Source: an optimization exercise on an open RTL-to-GDS flow (aim: small area). Production flows keep margins and buffers that such runs may drop.
Only simulation tests tie the RTL to the original design; equivalence was not proved.
The clock cells of runs 3 and 4 come from the design's own scripts or RTL, not from TritonCTS.
The flow treats the clock pin as an ideal source. Dropping or thinning the clock tree relies on that and would not hold on a real chip.
Power figures rest on the tool's default switching activity, not on a simulated workload.

==> flow/design.v <==
module estacionamiento (
    input  wire clk,
    input  wire rst,
    input  wire ech,
    output reg  trigger_o,
    output reg  led_50cm,
    output reg  led_100cm,
    output reg  led_200cm,
    output wire buzzer
);
    localparam [21:0] TTAPS   = 22'h200100;
    localparam        TFINV   = 1'b0;
    localparam [21:0] TW_VAL  = 22'h3fc808;
    localparam [21:0] TW_MASK = ~22'h84;
    localparam [21:0] TF_VAL  = 22'h1070de;
    localparam [21:0] TF_MASK = 22'h83a8;
    localparam [21:0] TRST    = TW_VAL & TW_MASK;
    reg  [21:0] ts;
    wire tw  = ((ts ^ TW_VAL) & TW_MASK) == 22'd0;
    wire tf  = ((ts ^ TF_VAL) & TF_MASK) == 22'd0;
    wire tfb = (^(ts & TTAPS)) ^ TFINV;
    always @(posedge clk) begin
        if (rst)
            ts <= TRST;
        else if (tw)
            ts <= 22'd0;
        else
            ts <= {~ts[20:0], tfb};
        if (rst)
            trigger_o <= 1'b0;
        else
            trigger_o <= tw | (trigger_o & ~tf);
    end
    localparam [14:0] ETAPS   = 15'h4001;
    localparam        EFINV   = 1'b0;
    localparam [14:0] ED_VAL  = 15'h38c0;
    localparam [14:0] ED_MASK = ~15'h818;
    localparam [1:0] IDLE = 2'b00, PH0 = 2'b01, PH1 = 2'b11, PH2 = 2'b10;
    reg  [1:0]  st;
    reg  [14:0] es;
    wire idle = (st == IDLE);
    wire ed   = ((es ^ ED_VAL) & ED_MASK) == 15'd0;
    wire efb  = (^(es & ETAPS)) ^ EFINV;
    wire done = !idle && !ech;
    always @(posedge clk) begin
        es <= (idle | ed) ? 15'd0 : {~es[13:0], efb};
        if (rst)
            st <= IDLE;
        else case (st)
            IDLE: st <= (ech && !trigger_o) ? PH0 : IDLE;
            PH0:  st <= !ech ? IDLE : ed ? PH1 : PH0;
            PH1:  st <= !ech ? IDLE : ed ? PH2 : PH1;
            default: st <= !ech ? IDLE : PH2;
        endcase
    end
    always @(posedge clk) begin
        if (rst) begin
            led_50cm  <= 1'b0;
            led_100cm <= 1'b0;
            led_200cm <= 1'b0;
        end else if (done) begin
            led_50cm  <= st != PH0;
            led_100cm <= !(st == PH1 && !ed);
            led_200cm <= st != PH2;
        end
    end
    assign buzzer = led_50cm;
endmodule
==> flow/flow/run.sh <==
#!/bin/bash
# Own layout flow: the standard ORFS flow (standard.sh), with
#  - an area-oriented ABC mapping script in place of ORFS's speed script,
#  - the smallest buffer for the port buffers,
set -euo pipefail
W=$PWD
exec > "$W/run_flow.log" 2>&1
rm -rf "$W/scripts_local"
cp -r "$FLOW_HOME/scripts" "$W/scripts_local"
cp "$W/flow/abc_area.script" "$W/scripts_local/abc_speed.script"
python3 - "$W/scripts_local/cts.tcl" "$W/flow/post_cts.tcl" <<'PY'
import sys
p, post = sys.argv[1], sys.argv[2]
s = open(p).read()
anchor = "log_cmd clock_tree_synthesis {*}$cts_args\n"
assert anchor in s
s = s.replace(anchor, anchor + "source " + post + "\n")
open(p, "w").write(s)
PY
export SCRIPTS_DIR="$W/scripts_local"
export BUFFER_PORTS_ARGS="-buffer_cell sky130_fd_sc_hd__buf_1"
export CTS_ARGS="-sink_clustering_enable -repair_clock_nets -dont_use_dummy_load"
bash "$W/standard.sh"
==> flow/flow/abc_area.script <==
strash
dch
map -a
topo
==> flow/flow/post_cts.tcl <==
set block [ord::get_db_block]
set clknet [$block findNet clk]
set roots {}
foreach it [$clknet getITerms] { lappend roots [$it getInst] }
if {[llength $roots] == 1} {
  set root [lindex $roots 0]
  set out_net ""
  foreach it [$root getITerms] {
    if {[$it isOutputSignal]} { set out_net [$it getNet] }
  }
  set loads {}
  foreach it [$out_net getITerms] {
    if {[$it getInst] != $root} { lappend loads $it }
  }
  set all_bufs 1
  foreach it $loads {
    if {![string match "sky130_fd_sc_hd__clkbuf_*" [[[$it getInst] getMaster] getName]]} { set all_bufs 0 }
  }
  if {$all_bufs && [llength $loads] <= 4} {
    puts "post_cts: removing root [$root getName], clk drives [llength $loads] leaf buffers"
    foreach it $loads { $it disconnect; $it connect $clknet }
    foreach it [$root getITerms] { $it disconnect }
    odb::dbInst_destroy $root
    odb::dbNet_destroy $out_net
  } else {
    puts "post_cts: root kept ([llength $loads] loads, all buffers: $all_bufs)"
  }
}

# Upsize any leaf clock buffer whose sinks would see a slow clock edge
# (estimated from placement; the routed slew comes out within a few ps).
set_propagated_clock [all_clocks]
estimate_parasitics -placement
foreach it [$clknet getITerms] {
  set inst [$it getInst]
  set name [$inst getName]
  foreach size {8 16} {
    set worst 0
    foreach p [get_pins -of [get_nets -of [get_pins $name/X]] -filter "direction==input"] {
      set s [get_property $p slew_max]
      if {$s > $worst} { set worst $s }
    }
    puts "post_cts: leaf $name [[$inst getMaster] getName] worst sink slew $worst"
    if {$worst <= 0.115} break
    replace_cell $name sky130_fd_sc_hd__clkbuf_$size
    estimate_parasitics -placement
  }
}
==> flow/standard.sh <==
#!/bin/bash
# synth_recipe.tcl (not shown) runs the flow's synth.tcl, then flattens the netlist and writes it again
# the make line also repeats each setting of config.mk as NAME=value (left out here)
make -C /OpenROAD-flow-scripts/flow DESIGN_CONFIG=/design/flow/config.mk WORK_HOME=/design/flow/orfs CLKGATE_MAP_FILE= SYNTH_SCRIPT=/design/flow/synth_recipe.tcl "${@:-finish}"
==> flow/config.mk <==
export PLATFORM = sky130hd
export DESIGN_NAME = estacionamiento
export DESIGN_NICKNAME = estacionamiento
export VERILOG_FILES = /design/flow/design.v
export SDC_FILE = /design/flow/constraint.sdc
export NUM_CORES = 4
export LEC_CHECK = 0
export CAP_MARGIN = 0
export CORE_MARGIN = 2
export CORE_UTILIZATION = 40
export SLEW_MARGIN = 0
==> flow/constraint.sdc <==
create_clock -name core_clock -period 5.0 [get_ports {clk}]
set_input_delay 1.0000 -clock core_clock [delete_from_list [all_inputs] [get_ports {clk}]]
set_output_delay 1.0000 -clock core_clock [all_outputs]
set_load 0.01 [all_outputs]
==> flow_metrics.tcl, run 1 <==
set metrics [dict create \
    syn_area_um2 1230 \
    fin_nets 138 \
    yosys.area_share.simple_pct 21.5 \
    synthCells 122 \
    cp-start-kind "flip-flop" \
    grt_use_total_pct 11.7 \
    rows 20 \
    grt_max_degree 16 \
    maxCapViolCount 0 \
    start_util_pct 41.2 \
    slew_viol_final 0 \
    critical_path_arrival_ns 2.26 \
    synth_xor_area_share_pct 0.714 \
    synth_top_family_by_area "simple AND/OR/NAND/NOR gates" \
    num_antenna_cells 0 \
    drc 0 \
    path_max_fanout 12 \
    power.density_nw_per_um2 391 \
    post-route-util_pct 44.7 \
    routabilityCongestion 0.828 \
    instances_no_fill 166 \
    antenna_found_initial 0 \
    cts.sinks 43 \
    clock_latency_ns 0.16 \
    syn_avg_cell_area_um2 10.1 \
    hold_violations 0 \
    drive_above_1_share_pct 6.02 \
    synthesis.nets 125 \
    hold_path_class "reg -> reg" \
    cts_resized 0 \
    critPathRequiredTime_ns 5.01 \
    drt_iter0_drc 44 \
    synth-seq-cells 43 \
    wl_per_cell_um 10.3 \
    synth_compound_area_share_pct 5.41 \
    syn2layout_area_growth_pct 8.47 \
    synth_cell_types 17 \
    grt.overflow.total 0 \
    tightestPinTransition_ns 1.13 \
    yosys.area_share.adder_pct 0 \
    synth_seq_area_share_pct 70.2 \
    holdPathStages 1 \
    clk_pin_slew_ns 0.10 \
    peakVddDrop_mv 0.139 \
    fmax_mhz 444 \
    die-area_um2 3520 \
    fin_ws_ns 2.75 \
    via_count 792 \
    period_needed_ns 2.25 \
    r2r.worst_path.cells 4 \
    drt-total-wl_um 1710 \
    die_y_um 59.4 \
    totalPowerFinal_mw 0.521 \
    chipWidth_um 59.4 \
    grt_pass1_wl_um 3020 \
    cts_setup_buffers 0 \
    clock_skew_ns 0.0230 \
    post-place-ws_ns 2.67 \
    cts_hold_buf 0 \
    io_pins 8 \
    period_share_pct 45.0 \
    hpwl_um 1240 \
    core_area_um2 2980 \
    place_inst 162 \
    first_global_vias 693 \
    port_buffers 7 \
    dr.pass1.iters 3 \
    crit_type "reg -> reg" \
    status "finished clean" \
    vias_per_cell 4.77 \
    synth_warnings 1 \
    setup_violations 0 \
    synth.mux.area_fraction_pct 0 \
    p_leak_nw 0.529 \
    max-slew-margin-rel_pct 24.1 \
    setup-tns-final_ns 0 \
    ant_nets 0 \
    rsz0062_at_grt "false" \
    endpoint_kind "flip-flop" \
]
## critical path, stage by stage, from the launching register on
cell and delay [ns]:
dfxtp_1 0.32, nor4_1 0.31, or3b_2 0.49, o21ai_0 0.89
nor2_1 0.09
## cell usage in the layout, fill, tap and decap left out, types with 3 or more instances in the layout
cell      instances
nor4_1            3
clkbuf_4          3
a21oi_1           4
nand2_1          13
nor2_1           34
nand4_1           5
buf_1             7
clkinv_1          5
o21ai_0           6
dfxtp_1          43
## kinds of logic after synthesis
family	count (synthesis)
buffers and inverters	6
DFF	43
AOI/OAI and AO/OA	12
and+or+nand+nor	60
xor gates and xnor gates	1
## synthesized netlist by cell type
cell type | n | area (um2)
a21oi_1 | 4 | 20.0
o21ai_0 | 6 | 30.0
nor4_1 | 3 | 18.8
clkinv_1 | 5 | 18.8
nor3_1 | 1 | 5.00
buf_4 | 1 | 7.51
xnor2_1 | 1 | 8.76
or4_2 | 1 | 8.76
and3_2 | 1 | 7.51
a2111oi_0 | 1 | 8.76
dfxtp_1 | 43 | 861
nor3b_1 | 1 | 7.51
nand2_1 | 13 | 48.8
nand4_1 | 5 | 31.3
nor2_1 | 34 | 128
or3b_2 | 1 | 8.76
a211oi_1 | 1 | 7.51
## layout make-up
class | count | area [um2]
fillers | 293 | 1650
flip-flops and latches | 43 | 861
multi-input cells | 73 | 339
well taps | 33 | 41.3
clock buffers | 4 | 36.3
repair buffers | 8 | 33.8
inverters | 5 | 18.8
## stage by stage
step / hold WS (ns) / area, um2
final: 0.383 / 1330
after detailed placement: 0.373 / 1290
after CTS: 0.386 / 1330
after global placement: 0.371 / 1290
after floorplan: 0.366 / 1230
after global routing: 0.393 / 1330
## power breakdown
part	switching (mW)	internal [mW]
clock network	0.0774	0.0471
registers	0.0109	0.363
logic	0.0134	0.00924
total	0.102	0.419
## state kept, by name, indices dropped and copies added, names as in the netlist
name       count
led_200cm      1
es            15
led_100cm      1
st             2
ts            22
led_50cm       1
trigger_o      1
## final timing paths
path	start	end	slack [ns]
setup / recovery	ts[1]$_SDFF_PP0_	ts[10]$_SDFF_PP0_	2.75
hold / removal	es[11]$_SDFF_PP0_	es[12]$_SDFF_PP0_	0.38
setup reg to reg	ts[1]$_SDFF_PP0_	ts[10]$_SDFF_PP0_	2.75
hold reg to reg	es[11]$_SDFF_PP0_	es[12]$_SDFF_PP0_	0.38
## metal layers
| metal | share of wire (%) | global-route usage (%) |
|---|---|---|
| met5 | 0 | 0 |
| met4 | 3.0 | 7.79 |
| met3 | 4.7 | 3.93 |
| met2 | 38 | 14.8 |
| met1 | 54 | 16.5 |
==> run 2, diff against run 1 <==
--- a/flow/flow/run.sh
+++ b/flow/flow/run.sh
@@ -18,4 +18,14 @@
 open(p, "w").write(s)
 PY
+# Remove synthesis buffers before placement even without timing-driven placement.
+python3 - "$W/scripts_local/global_place.tcl" <<'PY'
+import sys
+p = sys.argv[1]
+s = open(p).read()
+old = "if { $::env(GPL_TIMING_DRIVEN) } {\n  remove_buffers\n}\n"
+assert old in s
+s = s.replace(old, "remove_buffers\n")
+open(p, "w").write(s)
+PY
 export SCRIPTS_DIR="$W/scripts_local"
 export BUFFER_PORTS_ARGS="-buffer_cell sky130_fd_sc_hd__buf_1"
--- a/flow/config.mk
+++ b/flow/config.mk
@@ -9,3 +9,4 @@
 export CORE_MARGIN = 2
 export CORE_UTILIZATION = 40
+export GPL_TIMING_DRIVEN = 0
 export SLEW_MARGIN = 0
==> run 2 against run 1 <==
Net effect: final cell count down 0.60%; fmax up 2.7%; routed wire length up 5.8%; core utilization down 0.25 points; hold slack better by 0.0069 ns; setup slack better by 0.060 ns; die area unchanged; register-to-register slack better by 0.06 ns; critical path depth unchanged; global-route usage up 0.062 points; clock power about the same; still clean on timing, DRC and antenna; clock skew up 0.0023 ns.
==> flow_metrics.tcl, run 2 <==
set metrics [dict create \
    status "finished clean" \
    place_inst 161 \
    final_common_cell "dfxtp_1" \
    layout_common_cells "dfxtp_1 (43), nor2_1 (34), nand2_1 (13)" \
    cts.sinks 43 \
    hpwl_um 1360 \
    ys.flop_type "dfxtp_1" \
    drt-total-wl_um 1810 \
    port_buffers 7 \
    holdPathStages 1 \
    critical_path_arrival_ns 2.20 \
    cts_hold_buf 0 \
    syn_area_um2 1230 \
    clk_pin_slew_ns 0.10 \
    synthesis.nets 125 \
    fin_ws_ns 2.81 \
    post-route-util_pct 44.4 \
    synth_top_cell_by_area "dfxtp_1" \
    power_frac_seq_pct 72.1 \
    post-place-ws_ns 2.66 \
    routabilityCongestion 0.722 \
    clock_latency_ns 0.16 \
    synth_top_family_by_area "simple AND/OR/NAND/NOR gates" \
    regMostFlops "ts" \
    hold_slack_ns 0.390 \
    syn_avg_cell_area_um2 10.1 \
    crit_chain "nor4_1 -> or3b_2 -> o21ai_0 -> nor2_1" \
    synthCells 122 \
    max-slew-margin-rel_pct 22.9 \
    path_max_fanout 12 \
    path_delay_family "compound AO/OA/AOI/OAI gates" \
    largest_register_ffs 22 \
    switchingPower_mw 0.0995 \
    rsz0062_at_grt "false" \
    fmax_mhz 456 \
    core_area_um2 2980 \
    peakVddDrop_mv 0.161 \
    via_count 799 \
    critPathRequiredTime_ns 5.01 \
    setup-tns-final_ns 0 \
    endpoint_kind "flip-flop" \
    yosys.area_share.simple_pct 21.5 \
    synth_warnings 1 \
    wl_per_cell_um 10.9 \
    tightestPinTransition_ns 1.15 \
    start_util_pct 41.2 \
    combPwrFrac_pct 4.3 \
    syn2layout_area_growth_pct 7.86 \
    synthTopCellsByCount "dfxtp_1 (43), nor2_1 (34), nand2_1 (13)" \
    dr.pass1.iters 3 \
    period_share_pct 43.8 \
    setup_violations 0 \
    cts_setup_buffers 0 \
    synth_seq_area_share_pct 70.2 \
    fillers 311 \
    die_y_um 59.4 \
    internal_power_mw 0.418 \
    synth_compound_area_share_pct 5.41 \
    clock_skew_ns 0.0252 \
    synth_most_common_cell "dfxtp_1" \
    crit_type "reg -> reg" \
    grt_max_degree 16 \
    cts_resized 0 \
    cpPeakStageDelay_ns 0.90 \
    grt_pass1_wl_um 2970 \
    synth-edff-count 0 \
    synth_xor_area_share_pct 0.714 \
    rows 20 \
    instances_no_fill 165 \
    io_pins 8 \
    worst-path-buf-inv 0 \
    first_global_vias 753 \
    die-area_um2 3520 \
    yosys.area_share.adder_pct 0 \
    cp-start-kind "flip-flop" \
    power.density_nw_per_um2 392 \
    synth-seq-cells 43 \
    drt_iter0_drc 23 \
    antenna_found_initial 0 \
    swShare_pct 19.2 \
    ant_nets 0 \
    reg_top3 "ts x22, es x15, st x2" \
    drive_above_1_share_pct 5.30 \
    synth.mux.area_fraction_pct 0 \
    slew_viol_final 0 \
    maxCapViolCount 0 \
    vias_per_cell 4.84 \
    async_reset_ff_share_pct 0 \
    chipWidth_um 59.4 \
    num_antenna_cells 0 \
    grt.overflow.total 0 \
    r2r.worst_path.cells 4 \
    drc 0 \
    hold_path_class "reg -> reg" \
    synth_cell_types 17 \
    grt_use_total_pct 11.7 \
    synth_top_cell_area_share_pct 70.2 \
    fin_nets 137 \
    synth_area_leaders "dfxtp_1 (70%), nor2_1 (10%), nand2_1 (4.0%), nand4_1 (2.6%), o21ai_0 (2.4%)" \
    critPathSlowestCell "o21ai_0" \
    period_needed_ns 2.19 \
    p_leak_nw 0.525 \
    path_depth 4 \
    clkPwrFrac_pct 23.6 \
    hold_violations 0 \
]
-- run 2: per-stage QoR --
| stage | instance area, um2 | power [mW] |
|---|---|---|
| floorplan | 1230 | 0.395 |
| global placement | 1290 | 0.403 |
| detailed placement | 1290 | 0.405 |
| CTS | 1320 | 0.525 |
| global route | 1320 | 0.541 |
| finish | 1320 | 0.518 |
-- run 2: worst reg2reg max path, stage by stage, from the launching register on --
cell and delay, ns:
dfxtp_1 0.33, nor4_1 0.26, or3b_2 0.47, o21ai_0 0.90, nor2_1 0.08
-- run 2: layer usage --
| metal | GRT usage, % | vias to the layer above | wire [um] |
|---|---|---|---|
| li1 | - | 424 | - |
| met5 | 0 | - | 0 |
| met2 | 18.4 | 13 | 841 |
| met3 | 6.55 | 2 | 79 |
| met4 | 4.87 | 0 | 29 |
| met1 | 13.1 | 360 | 856 |
-- run 2: cells by family (layout without fill, tap and decap cells) --
logic type | after synthesis | after routing
xor gates and xnor gates | 1 | 1
buffers and inverters | 6 | 16
DFF | 43 | 43
AOI/OAI and AO/OA | 12 | 12
and+or+nand+nor | 60 | 60
-- run 2: area by class of cell --
class                   instances  area [um2]  area share (%)
flip-flops and latches         43         861            65.1
multi-input cells              73         339            25.6
well taps                      33        41.3            3.12
clock buffers                   4        36.3            2.74
repair buffers                  7        26.3            1.99
inverters                       5        18.8            1.42
-- run 2: power groups by stage --
stage	registers [mW]	logic, mW	clock network, mW
after detailed placement	0.381	0.0231	0
after CTS	0.374	0.0233	0.128
after floorplan	0.379	0.0165	0
after global placement	0.381	0.0219	0
after global routing	0.376	0.0265	0.139
final	0.373	0.0225	0.122
-- run 2: path summary, 6_finish.rpt --
kind / startpoint / end / slack [ns]
max: ts[1]$_SDFF_PP0_ / ts[6]$_SDFF_PP0_ / 2.81
max reg2reg: ts[1]$_SDFF_PP0_ / ts[6]$_SDFF_PP0_ / 2.81
min reg2reg: es[4]$_SDFF_PP0_ / es[5]$_SDFF_PP0_ / 0.39
min: es[4]$_SDFF_PP0_ / es[5]$_SDFF_PP0_ / 0.39
==> run 3, diff against run 2 <==
==> flow/flow/run.sh (replaced) <==
#!/bin/bash
# Own layout flow: the standard ORFS flow (standard.sh) on a local copy of
# the ORFS scripts, with these changes:
#  - an area-oriented ABC mapping script in place of ORFS's speed script;
#  - the smallest buffer (buf_1) for the port buffers;
#  - synthesis buffers removed before global placement (which runs without
#    timing-driven mode, so it adds no buffers of its own);
#  - the clock tree built by flow/clock_tree.tcl instead of TritonCTS: the
#    flip-flops are split into 4 groups of near-equal size by location, each
#    driven by one clock buffer at its centre, and the clock port drives those
#    4 buffers.
# Every tool's full output stays in orfs/logs/...; this script's own output
# goes to run_flow.log in the work folder.
set -euo pipefail
W=$PWD
exec > "$W/run_flow.log" 2>&1
rm -rf "$W/scripts_local"
cp -r "$FLOW_HOME/scripts" "$W/scripts_local"
cp "$W/flow/abc_area.script" "$W/scripts_local/abc_speed.script"
python3 - "$W/scripts_local" "$W/flow/clock_tree.tcl" <<'PY'
import sys
d, tree = sys.argv[1], sys.argv[2]
def patch(name, old, new):
    p = d + "/" + name
    s = open(p).read()
    assert old in s, (name, old)
    open(p, "w").write(s.replace(old, new))
patch("cts.tcl", "log_cmd clock_tree_synthesis {*}$cts_args\n", "source " + tree + "\n")
patch("global_place.tcl", "if { $::env(GPL_TIMING_DRIVEN) } {\n  remove_buffers\n}\n", "remove_buffers\n")
PY
export SCRIPTS_DIR="$W/scripts_local"
export BUFFER_PORTS_ARGS="-buffer_cell sky130_fd_sc_hd__buf_1"
bash "$W/standard.sh"
==> flow/flow/clock_tree.tcl (new file) <==
# Manual clock tree: split the clock sinks into K groups of near-equal size by
# location (capacity-limited k-means) and drive each group from one clock
# buffer at its centroid; the clock port then drives only those K buffers.
proc manual_clock_tree { K bufcell } {
  set block [ord::get_db_block]
  set dbu [$block getDbUnitsPerMicron]
  set clknet [$block findNet clk]
  set pts {}
  foreach it [$clknet getITerms] {
    set b [[$it getInst] getBBox]
    lappend pts [list [expr {([$b xMin]+[$b xMax])/2.0}] [expr {([$b yMin]+[$b yMax])/2.0}] [[$it getInst] getName] [[$it getMTerm] getName]]
  }
  set n [llength $pts]
  set cap [expr {int(ceil(double($n)/$K))}]
  set sorted [lsort -real -index 0 $pts]
  set cs {}
  for {set k 0} {$k < $K} {incr k} {
    set p [lindex $sorted [expr {int(($k + 0.5) * $n / $K)}]]
    lappend cs [list [lindex $p 0] [lindex $p 1]]
  }
  for {set iter 0} {$iter < 30} {incr iter} {
    set pairs {}
    for {set i 0} {$i < $n} {incr i} {
      set p [lindex $pts $i]
      for {set k 0} {$k < $K} {incr k} {
        set c [lindex $cs $k]
        lappend pairs [list [expr {abs([lindex $p 0]-[lindex $c 0]) + abs([lindex $p 1]-[lindex $c 1])}] $i $k]
      }
    }
    set pairs [lsort -real -index 0 $pairs]
    array unset asg; array unset cnt
    for {set k 0} {$k < $K} {incr k} { set cnt($k) 0 }
    foreach pr $pairs {
      lassign $pr d i k
      if {[info exists asg($i)] || $cnt($k) >= $cap} continue
      set asg($i) $k; incr cnt($k)
    }
    set ncs {}
    for {set k 0} {$k < $K} {incr k} {
      set sx 0; set sy 0; set m 0
      for {set i 0} {$i < $n} {incr i} { if {$asg($i) == $k} { set p [lindex $pts $i]; set sx [expr {$sx+[lindex $p 0]}]; set sy [expr {$sy+[lindex $p 1]}]; incr m } }
      if {$m > 0} { lappend ncs [list [expr {$sx/$m}] [expr {$sy/$m}]] } else { lappend ncs [lindex $cs $k] }
    }
    set cs $ncs
  }
  for {set k 0} {$k < $K} {incr k} {
    set pins {}
    for {set i 0} {$i < $n} {incr i} { if {$asg($i) == $k} { set p [lindex $pts $i]; lappend pins [get_pins "[lindex $p 2]/[lindex $p 3]"] } }
    if {[llength $pins] == 0} continue
    set c [lindex $cs $k]
    insert_buffer -buffer_cell $bufcell -net clk -load_pins $pins \
      -location [list [expr {[lindex $c 0]/$dbu}] [expr {[lindex $c 1]/$dbu}]] \
      -buffer_name clkbuf_leaf_$k -net_name clknet_leaf_$k
    puts "clock group $k: [llength $pins] sinks"
  }
  foreach net [$block getNets] {
    if {[string match clknet_leaf_* [$net getName]] || [$net getName] eq "clk"} { $net setSigType CLOCK }
  }
}

manual_clock_tree 3 sky130_fd_sc_hd__clkbuf_4

# Upsize any leaf clock buffer whose sinks would see a slow clock edge
# (estimated from placement; the routed slew comes out within a few ps).
set_propagated_clock [all_clocks]
estimate_parasitics -placement
foreach it [[[ord::get_db_block] findNet clk] getITerms] {
  set inst [$it getInst]
  set name [$inst getName]
  foreach size {8 16} {
    set worst 0
    foreach p [get_pins -of [get_nets -of [get_pins $name/X]] -filter "direction==input"] {
      set s [get_property $p slew_max]
      if {$s > $worst} { set worst $s }
    }
    puts "clock_tree: leaf $name [[$inst getMaster] getName] worst sink slew $worst"
    if {$worst <= 0.115} break
    replace_cell $name sky130_fd_sc_hd__clkbuf_$size
    estimate_parasitics -placement
  }
}
--- a/flow/config.mk
+++ b/flow/config.mk
@@ -8,5 +8,6 @@
 export CAP_MARGIN = 0
 export CORE_MARGIN = 2
-export CORE_UTILIZATION = 40
+export CORE_UTILIZATION = 70
 export GPL_TIMING_DRIVEN = 0
+export PLACE_DENSITY = 0.9
 export SLEW_MARGIN = 0
removed: flow/flow/post_cts.tcl
==> run 3 against run 2 <==
Net effect: highest routed layer unchanged; core utilization is 33 points higher; clock power hardly changed; combinational power is 5% higher; sequential power barely moved; largest cell class unchanged; synthesized cell count unchanged; first-iteration DRC count decreased by 22%; clock skew fell by 0.0032 ns; die area shrank 40%; final cell count fell by 10%; register-to-register slack lost 0.05 ns; power grew 0.58%; final area down 1.6%.
==> flow_metrics.tcl, run 3 <==
set metrics [dict create \
    core_area_um2 1690 \
    r2r.worst_path.cells 4 \
    ant_nets 0 \
    clock_latency_ns 0.17 \
    hold_path_class "reg -> reg" \
    ys.flop_type "dfxtp_1" \
    critPathRequiredTime_ns 5.01 \
    num_antenna_cells 0 \
    synth_top_cell_area_share_pct 70.2 \
    cts_resized 0 \
    rows 15 \
    grt_max_degree 16 \
    placed_cell_area_um2 1270 \
    maxCapViolCount 0 \
    period_needed_ns 2.25 \
    r2r_start "ts[1]$_SDFF_PP0_" \
    via_count 850 \
    slew_viol_final 0 \
    synth-seq-cells 43 \
    holdPathStages 1 \
    clock_skew_ns 0.0220 \
    path_max_fanout 12 \
    largest_register_ffs 22 \
    die-area_um2 2100 \
    rsz0062_at_grt "false" \
    crit_type "reg -> reg" \
    peakVddDrop_mv 0.279 \
    setup_violations 0 \
    cts_hold_buf 0 \
    cp-start-kind "flip-flop" \
    syn_area_um2 1230 \
    p_leak_nw 0.523 \
    design_area_um2 1300 \
    max-slew-margin-rel_pct 21.1 \
    grt.overflow.total 0 \
    power.density_nw_per_um2 400 \
    regMostFlops "ts" \
    start_util_pct 72.6 \
    synth_seq_area_share_pct 70.2 \
    drc 0 \
    synth_top_cell_by_area "dfxtp_1" \
    vias_per_cell 5.74 \
    routabilityCongestion 0.736 \
    async_reset_ff_share_pct 0 \
    syn_avg_cell_area_um2 10.1 \
    status "finished clean" \
    worstReg2RegEnd "ts[6]$_SDFF_PP0_" \
    drive_above_1_share_pct 4.58 \
    hold-path-endpoint "es[12]$_SDFF_PP0_" \
    reg_top3 "ts x22, es x15, st x2" \
    synthTopCellsByCount "dfxtp_1 (43), nor2_1 (34), nand2_1 (13)" \
    drt_iter0_drc 18 \
    critical_path_arrival_ns 2.26 \
    clk_pin_slew_ns 0.11 \
    antenna_found_initial 0 \
    die_y_um 45.9 \
    syn2layout_area_growth_pct 6.12 \
    synth_area_leaders "dfxtp_1 (70%), nor2_1 (10%), nand2_1 (4.0%), nand4_1 (2.6%), o21ai_0 (2.4%)" \
    hpwl_um 1340 \
    synthesis.nets 125 \
    tightestPinTransition_ns 1.17 \
    period_share_pct 44.9 \
    first_global_vias 775 \
    wl_per_cell_um 13.6 \
    fmax_mhz 445 \
    synthCells 122 \
    reg2reg_slack_ns 2.75 \
    synth_warnings 1 \
    drt-total-wl_um 2020 \
    final_common_cell "dfxtp_1" \
    fin_nets 136 \
    chipWidth_um 45.9 \
    synth-edff-count 0 \
    synth_most_common_cell "dfxtp_1" \
    grt_pass1_wl_um 3240 \
    endpoint_kind "flip-flop" \
    port_buffers 7 \
    synth_cell_types 17 \
    grt_use_total_pct 20.8 \
    io_pins 8 \
    dr.pass1.iters 4 \
    cts_setup_buffers 0 \
    hold_violations 0 \
    layout_common_cells "dfxtp_1 (43), nor2_1 (34), nand2_1 (13)" \
    setup-tns-final_ns 0 \
    holdCritStartpoint "es[11]$_SDFF_PP0_" \
]
-- run 3: per-layer routing --
metal | up-vias | routed length, um | GRT usage (%)
li1 | 421 | - | -
met4 | 0 | 37 | 4.57
met5 | - | 0 | 0
met3 | 7 | 96 | 3.57
met2 | 25 | 963 | 36.9
met1 | 397 | 920 | 26.0
-- run 3: power by group --
group          internal [mW]  total, mW  switching, mW
Combinational        0.00893     0.0236         0.0147
Sequential             0.363      0.374         0.0114
Clock                 0.0465      0.123         0.0770
Total                  0.418      0.521          0.103
-- run 3: logic make-up (layout without fill, tap and decap cells) --
logic type	count (synthesis)	after routing	share of synthesized area (%)
compound gates	12	12	5.41
xor+xnor	1	1	0.714
buf+inv	6	15	2.14
flops	43	43	70.2
simple gates	60	60	21.5
-- run 3: cell type report, without the clock buffers --
cell class                      count  area, um2
Sequential cell                    43        861
Fill cell                         115        388
Multi-Input combinational cell     73        339
Timing Repair Buffer                7       26.3
Tap cell                           17       21.3
Inverter                            5       18.8
-- run 3: critical path, stage by stage (launching register included) --
cell and delay [ns]:
dfxtp_1 0.33, nor4_1 0.26, or3b_2 0.49, o21ai_0 0.92
nor2_1 0.12
-- run 3: metrics by stage --
| step | util [%] | hold slack [ns] | cells | power, mW | setup WS [ns] |
|---|---|---|---|---|---|
| floorplan | - | 0.366 | 122 | 0.395 | 3.11 |
| global placement | 75.0 | 0.370 | 145 | 0.402 | 2.74 |
| detailed placement | 75.0 | 0.378 | 145 | 0.405 | 2.60 |
| CTS | 77.0 | 0.395 | 148 | 0.522 | 2.78 |
| global route | 77.0 | 0.412 | 148 | 0.542 | 2.55 |
| finish | 77.0 | 0.397 | 148 | 0.521 | 2.75 |
-- run 3: how the worst max path moves through the flow --
stage	start	cells after the start	slack (ns)	to
final	ts[1]$_SDFF_PP0_	4	2.75	ts[6]$_SDFF_PP0_
after global placement	rst	4	2.74	ts[8]$_SDFF_PP0_
after detailed placement	rst	4	2.60	ts[6]$_SDFF_PP0_
after floorplan	ts[1]$_SDFF_PP0_	4	3.11	ts[0]$_SDFF_PP0_
after global routing	ts[1]$_SDFF_PP0_	4	2.55	ts[8]$_SDFF_PP0_
after CTS	ts[1]$_SDFF_PP0_	4	2.78	ts[6]$_SDFF_PP0_
==> run 4, diff against run 3 <==
--- a/flow/flow/clock_tree.tcl
+++ b/flow/flow/clock_tree.tcl
@@ -59,5 +59,5 @@
 }
 
-manual_clock_tree 3 sky130_fd_sc_hd__clkbuf_4
+manual_clock_tree 4 sky130_fd_sc_hd__clkbuf_4
 
 # Upsize any leaf clock buffer whose sinks would see a slow clock edge
--- a/flow/config.mk
+++ b/flow/config.mk
@@ -8,6 +8,5 @@
 export CAP_MARGIN = 0
 export CORE_MARGIN = 2
-export CORE_UTILIZATION = 70
+export CORE_UTILIZATION = 40
 export GPL_TIMING_DRIVEN = 0
-export PLACE_DENSITY = 0.9
 export SLEW_MARGIN = 0
==> run 4 against run 3 <==
Net effect: routed wire length is 11% lower; via count shrank 5.1%; core utilization decreased by 33 points.
==> flow_metrics.tcl, run 4 <==
set metrics [dict create \
    max-slew-margin-rel_pct 22.5 \
    cts_setup_buffers 0 \
    holdCritStartpoint "es[4]$_SDFF_PP0_" \
    critical_path_arrival_ns 2.20 \
    wl_per_cell_um 10.9 \
    power.density_nw_per_um2 388 \
    startpoint "ts[1]$_SDFF_PP0_" \
    regMostFlops "ts" \
    path_max_fanout 12 \
    reg_top3 "ts x22, es x15, st x2" \
    drt_iter0_drc 28 \
    ant_nets 0 \
    syn_area_um2 1230 \
    instances_no_fill 165 \
    routabilityCongestion 0.722 \
    grt_use_total_pct 10.5 \
    critPathRequiredTime_ns 5.02 \
    met2_wirelength_um 838 \
    chipWidth_um 59.4 \
    fillers 307 \
    die_y_um 59.4 \
    maxCapViolCount 0 \
    via_count 807 \
    synth-edff-count 0 \
    synth-seq-cells 43 \
    synthesis.nets 125 \
    clk_pin_slew_ns 0.10 \
    rsz0062_at_grt "false" \
    first_global_vias 762 \
    grt_pass1_wl_um 3010 \
    clock_skew_ns 0.00365 \
    cts_resized 0 \
    endpoint_kind "flip-flop" \
    ys.flop_type "dfxtp_1" \
    fin_nets 137 \
    place_inst 161 \
    fmax_mhz 457 \
    grt_max_degree 16 \
    crit_type "reg -> reg" \
    tightestPinTransition_ns 1.15 \
    wl_met1_um 842 \
    dr_wl_met3_um 94 \
    core_area_um2 2980 \
    cts_hold_buf 0 \
    setup_violations 0 \
    p_leak_nw 0.522 \
    period_needed_ns 2.19 \
    antenna_found_initial 0 \
    period_share_pct 43.8 \
    final_common_cell "dfxtp_1" \
    start_util_pct 41.2 \
    synthTopCellsByCount "dfxtp_1 (43), nor2_1 (34), nand2_1 (13)" \
    drt-total-wl_um 1800 \
    status "finished clean" \
    routed.top_layer "met4" \
    multi_input_area_um2 339 \
    largest_register_ffs 22 \
    post-route-util_pct 44.2 \
    rows 20 \
    crit_chain "nor4_1 -> or3b_2 -> o21ai_0 -> nor2_1" \
    r2r_start "ts[1]$_SDFF_PP0_" \
    drc 0 \
    reg2reg_slack_ns 2.81 \
    hold_violations 0 \
    syn2layout_area_growth_pct 7.35 \
    hpwl_um 1360 \
    synth_top_cell_area_share_pct 70.2 \
    synth_area_leaders "dfxtp_1 (70%), nor2_1 (10%), nand2_1 (4.0%), nand4_1 (2.6%), o21ai_0 (2.4%)" \
    synth_top_cell_by_area "dfxtp_1" \
    vias_per_cell 4.89 \
    port_buffers 7 \
    seq_area_um2 861 \
    hold_path_class "reg -> reg" \
    io_pins 8 \
    slew_viol_final 0 \
    synth_most_common_cell "dfxtp_1" \
    critPathSlowestCell "o21ai_0" \
    fin_ws_ns 2.81 \
    layout_common_cells "dfxtp_1 (43), nor2_1 (34), nand2_1 (13)" \
    design_area_um2 1320 \
    syn_avg_cell_area_um2 10.1 \
    clock_latency_ns 0.16 \
    drive_above_1_share_pct 5.30 \
    synth_warnings 1 \
    cpPeakStageDelay_ns 0.90 \
    peakVddDrop_mv 0.109 \
    synth_seq_area_share_pct 70.2 \
    num_antenna_cells 0 \
    grt.overflow.total 0 \
    synth_cell_types 17 \
    setup-tns-final_ns 0 \
    placed_cell_area_um2 1290 \
    async_reset_ff_share_pct 0 \
    synthCells 122 \
    cp-start-kind "flip-flop" \
    dr.pass1.iters 2 \
    die-area_um2 3520 \
    post-place-ws_ns 2.66 \
]
-- run 4: changes by cell type in the layout (fill, tap and decap cells not counted), sizes merged --
cell and delta:
clkbuf +1
-- run 4: cell families after synthesis --
kind of cell    after synthesis  synth area share (%)
buf+inv                       6                  2.14
compound gates               12                  5.41
simple gates                 60                  21.5
flops                        43                  70.2
xor+xnor                      1                 0.714
-- run 4: path summary, 6_finish.rpt --
path | endpoint | cells past startpoint
setup / recovery | ts[0]$_SDFF_PP0_ | 4
hold / removal | es[5]$_SDFF_PP0_ | 1
setup reg to reg | ts[0]$_SDFF_PP0_ | 4
hold reg to reg | es[5]$_SDFF_PP0_ | 1
-- run 4: layout make-up, without the clock buffers --
| cell class | count | area share (%) |
|---|---|---|
| multi-input combinational | 73 | 25.8 |
| timing repair buffer | 7 | 2.00 |
| tap | 33 | 3.14 |
| sequential | 43 | 65.4 |
| inverter | 5 | 1.43 |
-- run 4: report_power, final --
| part | switching [mW] | internal [mW] | total [mW] | leakage, nW |
|---|---|---|---|---|
| sequential | 0.0107 | 0.363 | 0.373 | 0.357 |
| combinational | 0.0136 | 0.00892 | 0.0225 | 0.147 |
| clock | 0.0768 | 0.0384 | 0.115 | 0.0184 |
| total | 0.101 | 0.410 | 0.511 | 0.522 |
-- run 4: critical path: cells and delay by family, from the launching register on --
| kind | cells | cell delay [ns] |
|---|---|---|
| flip-flops | 1 | 0.33 |
| AO/OA/AOI/OAI | 1 | 0.90 |
| AND/OR/NAND/NOR | 3 | 0.81 |
-- run 4: metal layers --
layer | vias up | track usage [%]
li1 | 421 | -
met1 | 371 | 13.2
met2 | 12 | 18.7
met3 | 3 | 1.97
met4 | 0 | 1.95
met5 | - | 0
-- run 4: metrics by stage --
step,hold WS (ns),power [mW]
2_1_floorplan,0.366,0.395
3_3_place_gp,0.370,0.403
3_5_place_dp,0.376,0.405
4_1_cts,0.395,0.516
5_1_grt,0.418,0.534
6_report,0.391,0.511

[static timing again, ports no longer ideal]
The flow's constraints put no driver on any port. The routed layouts listed below were extracted and timed again, unchanged, in two steps.
Step 1, drivers: a clkbuf_16 drives clk and a buf_2 each remaining input, both assumed.
Step 2 moves the port delays by t, midway between the first and last clock arrival at a register: inputs arrive t later, outputs are due t later. That takes back most of the time a late clock gives input paths.
Slacks: ideal / step 1 / step 2; pairs: ideal / step 1.
run | shift t [ns] | slack for setup (ns) | slew at the worst register clock pin (ns) | worst data-port slew with drivers (ns)
run 1 | 0.193 | 2.748 / 2.748 / 2.702 | 0.10 / 0.10 | 0.03
run 2 | 0.191 | 2.808 / 2.808 / 2.697 | 0.10 / 0.10 | 0.03
run 3 | 0.192 | 2.753 / 2.753 / 2.614 | 0.11 / 0.11 | 0.03
run 4 | 0.201 | 2.812 / 2.812 / 2.710 | 0.10 / 0.10 | 0.03
After both steps every run listed still meets setup and hold. The setup slack of run 3, which loses most, moves by 0.000 ns with the drivers and by -0.139 ns with both steps.
